This is an optimization exercise on Yosys and OpenROAD, whose aim is small area, a short achievable clock period and few clock cycles, not a production implementation.
Function was checked by simulation only, so behaviour that the tests miss may differ from the original.
Power figures rest on the tool's default switching activity, not on a simulated workload.

the previous run:
==> module addrHigh, before the edit <==
module addrHigh(
  input  logic [19:0] a,
  input  logic        carry,
  input  logic        neg,
  output logic [19:0] hi);
  logic [19:0] inc, dec;
  always_comb
    for (int k = 0; k < 20; k = k + 1) begin
      inc[k] = a[k] ^ (k == 0 ? 1'b1 : &(a & ((20'd1 << k) - 20'd1)));
      dec[k] = a[k] ^ (k == 0 ? 1'b1 : ~|(a & ((20'd1 << k) - 20'd1)));
    end
  always_comb begin
    case ({carry, neg})
      2'b10:   hi = inc;
      2'b01:   hi = dec;
      default: hi = a;
    endcase
  end
endmodule
==> flow/config.mk <==
export PLATFORM = sky130hd
export DESIGN_NAME = procMonoc
export DESIGN_NICKNAME = procMonoc
export VERILOG_FILES = /design/flow/design.v
export SDC_FILE = /design/flow/constraint.sdc
export NUM_CORES = 4
export LEC_CHECK = 0
export CAP_MARGIN = 20
export CORE_MARGIN = 2
export CORE_UTILIZATION = 55
export SLEW_MARGIN = 20
export SYNTH_HIERARCHICAL = 1
export TNS_END_PERCENT = 0
==> flow/constraint.sdc <==
create_clock -name core_clock -period 12.5 [get_ports {clk}]
set_input_delay 2.5000 -clock core_clock [delete_from_list [all_inputs] [get_ports {clk}]]
set_output_delay 2.5000 -clock core_clock [all_outputs]
set_load 0.01 [all_outputs]
standard.sh (not shown) runs the stock make flow with config.mk's settings and CLKGATE_MAP_FILE= SYNTH_SCRIPT=/design/flow/synth_recipe.tcl, a recipe that flattens the netlist after the stock synthesis.
==> flow/flow/run.sh <==
#!/bin/bash
# Layout: the standard flow (standard.sh, unchanged synthesis), with
#  - the timing repair aiming at a shorter period than the clock constraint:
#    the repair's setup margin (SETUP_SLACK_MARGIN) is set from flow/margin.txt;
#  - the port buffers (still one on every input and output) made from
#    sky130_fd_sc_hd__buf_4 instead of the delay-buffer cell buffer_ports
#    picks by default.
# make's full output goes to flow_make.log; ORFS writes each step's log under
# orfs/logs/.
set -euo pipefail
cd "$(dirname "$0")/.."
MARGIN=$(cat flow/margin.txt)
EXTRA="SETUP_SLACK_MARGIN=$MARGIN BUFFER_PORTS_ARGS='-buffer_cell sky130_fd_sc_hd__buf_4'"
sed -E "s/\"\\\$\{@:-finish\}\"/$EXTRA \"\${@:-finish}\"/" standard.sh > flow_std.sh
grep -q "BUFFER_PORTS_ARGS='-buffer_cell sky130_fd_sc_hd__buf_4' " flow_std.sh
bash flow_std.sh > flow_make.log 2>&1
==> flow/flow/margin.txt <==
8
The previous run | stages: all done | timing, DRC, antenna: all pass
Testbench counts of the previous run, summed over its fixed seeds: cycles 212,704.
### the previous run -> the current run
-- flow/design.v --
<<< the previous run, line 113
  always_comb
    for (int k = 0; k < 20; k = k + 1) begin
      inc[k] = a[k] ^ (k == 0 ? 1'b1 : &(a & ((20'd1 << k) - 20'd1)));
      dec[k] = a[k] ^ (k == 0 ? 1'b1 : ~|(a & ((20'd1 << k) - 20'd1)));
    end
>>> the current run, line 113
  always_comb
    for (int k = 0; k < 20; k = k + 1) begin
      inc[k] = a[k] ^ (k == 0 ? 1'b1 : &(a | ~((20'd1 << k) - 20'd1)));
      dec[k] = a[k] ^ (k == 0 ? 1'b1 : ~|(a & ((20'd1 << k) - 20'd1)));
    end
## What came out
Every stage of the flow completed for the current run, and the final layout passed the timing, design-rule and antenna checks. The previous run went all the way through the flow, and no timing, DRC or antenna check failed. As far as number of clock sinks is concerned, the current run and the previous run perform about the same. Power: the current run draws less than the previous run. In the metrics for the previous run and the current run, the one carrying the higher post-route minimum period is the current run. Compared to the previous run, the current run reaches a lower achievable clock. Delay of the slowest cell on the worst path ends up higher on the current run. The non-clock buffer count in the current run sits 12% below the value recorded for the previous run. Between the previous run and the current run, summed area of non-filler cells in the final layout is higher for the previous run, the current run comes in under that. Of the previous run and the current run, the run reporting the higher worst setup slack was the previous run. Comparing cell count for the previous run and the current run, the smaller number came from the current run. Delta (the current run minus the previous run): highest fanout seen on the critical path dropped 38%; pre-CTS worst setup slack lost 0.054 ns; total via count in the routed design decreased by 1220 relative to the old numbers; post-cts resize count shrank by 185. When the current run is measured against the previous run, its wire length per cell turns out 2.6% lower.
Testbench counts of the current run, summed over its fixed seeds: cycles 212,704.


procMonoc again, from the RTL that the note above started with.
Settings: LEC_CHECK=0, CAP_MARGIN=20, CORE_MARGIN=2, CORE_UTILIZATION=35, SLEW_MARGIN=20, SYNTH_HIERARCHICAL=1, TNS_END_PERCENT=0; clock period 12.5 ns.
Scripts as last shown in full above: flow/flow/run.sh, flow/flow/margin.txt
Testbench counts at the start, summed over its fixed seeds: cycles 212,704.
Edit:
--- a/flow/design.v
+++ b/flow/design.v
@@ -109,13 +109,13 @@
   input  logic        carry,
   input  logic        neg,
   output logic [19:0] hi);
   logic [19:0] inc, dec;
   always_comb
     for (int k = 0; k < 20; k = k + 1) begin
-      inc[k] = a[k] ^ (k == 0 ? 1'b1 : &(a & ((20'd1 << k) - 20'd1)));
+      inc[k] = a[k] ^ (k == 0 ? 1'b1 : &(a | ~((20'd1 << k) - 20'd1)));
       dec[k] = a[k] ^ (k == 0 ? 1'b1 : ~|(a & ((20'd1 << k) - 20'd1)));
     end
   always_comb begin
     case ({carry, neg})
       2'b10:   hi = inc;
       2'b01:   hi = dec;
Effect: Cell area shrinks by 4.0%; fmax shrinks by 5.2%; total power shrinks by 1.8%; global-route usage grows by 0.47 points; wire length shrinks by 1.5%; first-iteration DRC count shrinks by 3.6%; via count shrinks by 1.8%; setup slack is worse by 0.31 ns; die area is about the same; sequential power hardly moves; register-to-register slack is worse by 0.22 ns; clock power barely changes; combinational power shrinks by 6.8%.
Testbench counts after the change, summed over its fixed seeds: cycles 212,704.


Another version of the RTL of procMonoc (not shown whole).
For scale: roughly 1200 flip-flops, ~170 I/O pins.
==> module ALU, before the edit <==
module ALU(
  input  logic [31:0] a,
  input  logic [31:0] b,
  input  logic [4:0]  shamt,     
  input  logic        sub,       
  input  logic        sra,       
  input  logic        shl,       
  input  logic        rAdd, rSlt, rSltu, rXor, rOr, rAnd, rShr, rShl, rB,
  output logic [31:0] alures);
  logic        lts, ltu;
  logic [32:0] sum;
  assign sum = {1'b0, a} + {1'b0, b ^ {32{sub}}} + {32'b0, sub};
  assign ltu = ~sum[32];
  assign lts = (a[31] ^ b[31]) ? a[31] : sum[31];
  logic [31:0] shIn, shOut, shlOut;
  always_comb
    for (int k = 0; k < 32; k = k + 1) shIn[k] = shl ? a[31 - k] : a[k];
  assign shOut = $unsigned($signed({sra & a[31], shIn}) >>> shamt);
  always_comb
    for (int k = 0; k < 32; k = k + 1) shlOut[k] = shOut[31 - k];
  assign alures = ({32{rAdd}} & sum[31:0]) |
                  ({32{rXor}} & (a ^ b)) |
                  ({32{rOr}}  & (a | b)) |
                  ({32{rAnd}} & (a & b)) |
                  ({32{rShr}} & shOut) |
                  ({32{rShl}} & shlOut) |
                  ({32{rB}}   & b) |
                  {31'b0, (rSlt & lts) | (rSltu & ltu)};
endmodule
==> module addrHigh, before the edit <==
module addrHigh(
  input  logic [19:0] a,
  output logic [19:0] inc,
  output logic [19:0] dec);
  always_comb
    for (int k = 0; k < 20; k = k + 1) begin
      inc[k] = a[k] ^ (k == 0 ? 1'b1 : &(a & ((20'd1 << k) - 20'd1)));
      dec[k] = a[k] ^ (k == 0 ? 1'b1 : ~|(a & ((20'd1 << k) - 20'd1)));
    end
endmodule
==> module procMonoc, before the edit <==
module procMonoc(
  input  logic        clk,
  input  logic        rst,
  output logic [31:0] imem_addr,
  input  logic [31:0] imem_rdata,
  output logic [31:0] dmem_addr,
  output logic [31:0] dmem_wdata,
  output logic [3:0]  dmem_wstrb,
  output logic        dmem_we,
  input  logic [31:0] dmem_rdata);
  logic [31:0] aE;        
  logic [4:0]  shamtE;    
  logic [31:0] bE;        
  logic [11:0] addrLoE;   
  logic        carryE;    
  logic        negE;      
  logic [19:0] hiIncE;    
  logic [19:0] hiDecE;    
  logic [31:0] tgtE;      
  logic [4:0]  rdE;
  logic        wrE, ldE, stE, brE, jalrE;
  logic        subE, sraE, shlE, rAddE, rSltE, rSltuE, rXorE, rOrE, rAndE, rShrE, rShlE, rBE;
  logic        pE, yE, zE;  
  logic [2:0]  f3E;
  logic [31:0] aluRes, ldData, wbData, npc, addr;
  logic [19:0] addrHi;
  logic        taken;
  always_comb begin
    case ({carryE, negE})
      2'b10:   addrHi = hiIncE;
      2'b01:   addrHi = hiDecE;
      default: addrHi = aE[31:12];
    endcase
  end
  assign addr = {addrHi, addrLoE};
  assign taken = f3E[0] ^ (pE | (yE & zE));
  always_comb begin
    if (jalrE)              npc = {addr[31:1], 1'b0};
    else if (brE & ~taken)  npc = bE;
    else                    npc = tgtE;
  end
  assign imem_addr = npc;
  ALU alu(.a(aE), .b(bE), .shamt(shamtE), .sub(subE), .sra(sraE), .shl(shlE), .rAdd(rAddE), .rSlt(rSltE), .rSltu(rSltuE),
          .rXor(rXorE), .rOr(rOrE), .rAnd(rAndE), .rShr(rShrE), .rShl(rShlE), .rB(rBE), .alures(aluRes));
  loadStoreUnit lsu(.funct3(f3E), .store(stE), .addrLo(addrLoE[1:0]), .dataWr(bE), .memRdata(dmem_rdata),
                    .memWdata(dmem_wdata), .memWstrb(dmem_wstrb), .dataRd(ldData));
  assign dmem_addr = addr;
  assign dmem_we   = stE;
  assign wbData = ({32{ldE}} & ldData) | aluRes;
  logic [31:0] inst, imm, rd1, rd2, rs1v, rs2v, pc4, tgt, bOther;
  logic        regWr, isLoad, isStore, isBranch, isJal, isJalr, isAuipc, useRs2, passB;
  logic        useB, p, y, z;
  logic [12:0] addrLo;
  logic [3:0]  aluOp;
  assign inst = imem_rdata;
  controlUnit cu(.inst(inst), .regWr(regWr), .isLoad(isLoad), .isStore(isStore), .isBranch(isBranch),
                 .isJal(isJal), .isJalr(isJalr), .isAuipc(isAuipc), .useRs2(useRs2), .aluOp(aluOp),
                 .passB(passB));
  ImmGen ig(.inst(inst), .immExt(imm));
  RegisterFile rf(.clk(clk), .we(wrE), .wrAddr(rdE), .wrData(wbData),
                  .rdAddr1(inst[19:15]), .rdAddr2(inst[24:20]), .rdData1(rd1), .rdData2(rd2));
  assign rs1v = (wrE && rdE == inst[19:15]) ? wbData : rd1;
  assign rs2v = (wrE && rdE == inst[24:20]) ? wbData : rd2;
  branchUnit bu(.funct3(inst[14:12]), .rs1(rs1v), .rs2(rs2v), .p(p), .y(y), .z(z));
  logic [11:0] imm12;
  assign imm12  = {inst[31:25], (inst[5] & ~inst[6]) ? inst[11:7] : inst[24:20]};
  addInst alo(.a(rs1v[11:0]), .b(imm12), .sum(addrLo));
  logic [19:0] hiInc, hiDec;
  addrHigh ah(.a(rs1v[31:12]), .inc(hiInc), .dec(hiDec));
  logic [31:0] tImm;
  assign tImm = ~inst[2] ? {{19{inst[31]}}, inst[31], inst[7], inst[30:25], inst[11:8], 1'b0} :
                 inst[3] ? {{11{inst[31]}}, inst[31], inst[19:12], inst[20], inst[30:21], 1'b0} :
                           {inst[31:12], 12'b0};
  nextAddr na(.pc(npc), .imm(tImm), .pc4(pc4), .tgt(tgt));
  assign bOther = (isJal | isJalr | isBranch) ? pc4 : isAuipc ? tgt : imm;
  assign useB   = useRs2 & ~isBranch;    
  always_ff @(posedge clk or posedge rst) begin
    if (rst) begin
      tgtE   <= 32'b0;    
      brE    <= 1'b0;
      jalrE  <= 1'b0;
      wrE    <= 1'b0;
      stE    <= 1'b0;
    end else begin
      tgtE   <= (isJal | isBranch) ? tgt : pc4;
      brE    <= isBranch;
      jalrE  <= isJalr;
      wrE    <= regWr;
      stE    <= isStore;
    end
  end
  always_ff @(posedge clk) begin
    aE      <= rs1v;
    bE      <= useB ? rs2v : bOther;
    shamtE  <= (aluOp[1:0] == 2'b01) ? (useB ? rs2v[4:0] : bOther[4:0]) : 5'b0;
    addrLoE <= addrLo[11:0];
    carryE  <= addrLo[12];
    negE    <= inst[31];
    hiIncE  <= hiInc;
    hiDecE  <= hiDec;
    pE      <= p;
    yE      <= y;
    zE      <= z;
    rdE     <= inst[11:7];
    ldE     <= isLoad;
    f3E     <= inst[14:12];
    subE    <= aluOp[3] | (aluOp[2:1] == 2'b01);
    sraE    <= aluOp[3];
    shlE    <= aluOp[2:0] == 3'b001;
    rAddE   <= ~passB & ~isLoad & aluOp[2:0] == 3'b000;
    rSltE   <= aluOp[2:0] == 3'b010;
    rSltuE  <= aluOp[2:0] == 3'b011;
    rXorE   <= aluOp[2:0] == 3'b100;
    rShrE   <= aluOp[2:0] == 3'b101;
    rOrE    <= aluOp[2:0] == 3'b110;
    rAndE   <= aluOp[2:0] == 3'b111;
    rShlE   <= aluOp[2:0] == 3'b001;
    rBE     <= passB;
  end
endmodule
clock: 12.5 ns
lec_check: 0
cap_margin: 20
core_margin: 2
core_utilization: 35
slew_margin: 20
synth_hierarchical: 1
tns_end_percent: 0
==> flow/flow/run.sh <==
#!/bin/bash
# Layout: the standard flow (standard.sh, unchanged synthesis), with the
# timing repair aiming at a shorter period than the clock constraint: the
# repair's setup margin (SETUP_SLACK_MARGIN) is set from flow/margin.txt.
set -euo pipefail
cd "$(dirname "$0")/.."
MARGIN=$(cat flow/margin.txt)
sed -E "s/\"\\\$\{@:-finish\}\"/SETUP_SLACK_MARGIN=$MARGIN \"\${@:-finish}\"/" standard.sh > flow_std.sh
grep -q "SETUP_SLACK_MARGIN=$MARGIN " flow_std.sh
bash flow_std.sh > flow_make.log 2>&1
Scripts as last shown in full above: flow/flow/margin.txt
Testbench counts at the start, summed over its fixed seeds: cycles 212,704.
Then changed:
--- a/flow/design.v
+++ b/flow/design.v
@@ -2,5 +2,4 @@
   input  logic [31:0] a,
   input  logic [31:0] b,
-  input  logic [4:0]  shamt,     
   input  logic        sub,       
   input  logic        sra,       
@@ -16,5 +15,5 @@
   always_comb
     for (int k = 0; k < 32; k = k + 1) shIn[k] = shl ? a[31 - k] : a[k];
-  assign shOut = $unsigned($signed({sra & a[31], shIn}) >>> shamt);
+  assign shOut = $unsigned($signed({sra & a[31], shIn}) >>> b[4:0]);
   always_comb
     for (int k = 0; k < 32; k = k + 1) shlOut[k] = shOut[31 - k];
@@ -108,6 +107,8 @@
 module addrHigh(
   input  logic [19:0] a,
-  output logic [19:0] inc,
-  output logic [19:0] dec);
+  input  logic        carry,
+  input  logic        neg,
+  output logic [19:0] hi);
+  logic [19:0] inc, dec;
   always_comb
     for (int k = 0; k < 20; k = k + 1) begin
@@ -115,4 +116,11 @@
       dec[k] = a[k] ^ (k == 0 ? 1'b1 : ~|(a & ((20'd1 << k) - 20'd1)));
     end
+  always_comb begin
+    case ({carry, neg})
+      2'b10:   hi = inc;
+      2'b01:   hi = dec;
+      default: hi = a;
+    endcase
+  end
 endmodule
 module progCount(addressIn, addressOut, clk, rst);
@@ -227,11 +235,8 @@
   input  logic [31:0] dmem_rdata);
   logic [31:0] aE;        
-  logic [4:0]  shamtE;    
   logic [31:0] bE;        
   logic [11:0] addrLoE;   
   logic        carryE;    
   logic        negE;      
-  logic [19:0] hiIncE;    
-  logic [19:0] hiDecE;    
   logic [31:0] tgtE;      
   logic [4:0]  rdE;
@@ -243,11 +248,5 @@
   logic [19:0] addrHi;
   logic        taken;
-  always_comb begin
-    case ({carryE, negE})
-      2'b10:   addrHi = hiIncE;
-      2'b01:   addrHi = hiDecE;
-      default: addrHi = aE[31:12];
-    endcase
-  end
+  addrHigh ah(.a(aE[31:12]), .carry(carryE), .neg(negE), .hi(addrHi));
   assign addr = {addrHi, addrLoE};
   assign taken = f3E[0] ^ (pE | (yE & zE));
@@ -258,5 +257,5 @@
   end
   assign imem_addr = npc;
-  ALU alu(.a(aE), .b(bE), .shamt(shamtE), .sub(subE), .sra(sraE), .shl(shlE), .rAdd(rAddE), .rSlt(rSltE), .rSltu(rSltuE),
+  ALU alu(.a(aE), .b(bE), .sub(subE), .sra(sraE), .shl(shlE), .rAdd(rAddE), .rSlt(rSltE), .rSltu(rSltuE),
           .rXor(rXorE), .rOr(rOrE), .rAnd(rAndE), .rShr(rShrE), .rShl(rShlE), .rB(rBE), .alures(aluRes));
   loadStoreUnit lsu(.funct3(f3E), .store(stE), .addrLo(addrLoE[1:0]), .dataWr(bE), .memRdata(dmem_rdata),
@@ -283,6 +282,4 @@
   assign imm12  = {inst[31:25], (inst[5] & ~inst[6]) ? inst[11:7] : inst[24:20]};
   addInst alo(.a(rs1v[11:0]), .b(imm12), .sum(addrLo));
-  logic [19:0] hiInc, hiDec;
-  addrHigh ah(.a(rs1v[31:12]), .inc(hiInc), .dec(hiDec));
   logic [31:0] tImm;
   assign tImm = ~inst[2] ? {{19{inst[31]}}, inst[31], inst[7], inst[30:25], inst[11:8], 1'b0} :
@@ -310,10 +307,7 @@
     aE      <= rs1v;
     bE      <= useB ? rs2v : bOther;
-    shamtE  <= (aluOp[1:0] == 2'b01) ? (useB ? rs2v[4:0] : bOther[4:0]) : 5'b0;
     addrLoE <= addrLo[11:0];
     carryE  <= addrLo[12];
     negE    <= inst[31];
-    hiIncE  <= hiInc;
-    hiDecE  <= hiDec;
     pE      <= p;
     yE      <= y;
After rerunning: Setup slack gets worse by 0.11 ns; critical path depth went up by 2; utilization went down by 0.85 points; final area went down by 5.0%; cell count went down by 4.5%; die area went down by 3.5%; flip-flop and latch count went down by 45.
Testbench counts after the change, summed over its fixed seeds: cycles 212,704.

==> re-timing with driven ports <==
In the flow no input, the clock included, has a driving cell. The finished layouts below were timed again as built, in two steps.
Step 1 assumes that a clkbuf_16 drives the clock port and a buf_2 every other input.
Step 2, shift: input delay + t, output delay - t, t = (earliest + latest rising clock arrival at the registers) / 2. This alone moves slack from input paths to output paths.
a / b / c = ideal / step 1 / step 2; a / b = the first two.
run | t, ns | setup WS [ns] | worst setup path after step 2 | worst slew at a driven data input, ns | pins driven straight from the clock port
the previous run | 0.815 | 6.756 / 6.694 / 5.879 | input to register | 0.24 | 1
the current run | 0.814 | 6.506 / 6.533 / 5.736 | input to register | 0.05 | 1
the first run of note 2 | 0.831 | 6.857 / 6.667 / 5.836 | input to register | 0.33 | 1
the second run of note 2 | 0.841 | 6.546 / 6.576 / 5.744 | input to register | 0.08 | 1
the first run of note 3 | 0.874 | 6.793 / 6.785 / 5.911 | input to register | 0.16 | 1
the second run of note 3 | 0.839 | 6.684 / 6.702 / 5.887 | input to register | 0.09 | 1
After both steps every run listed still meets setup and hold. The setup slack of the first run of note 2, which loses most, moves by -0.190 ns with the drivers and by -1.021 ns with both steps.
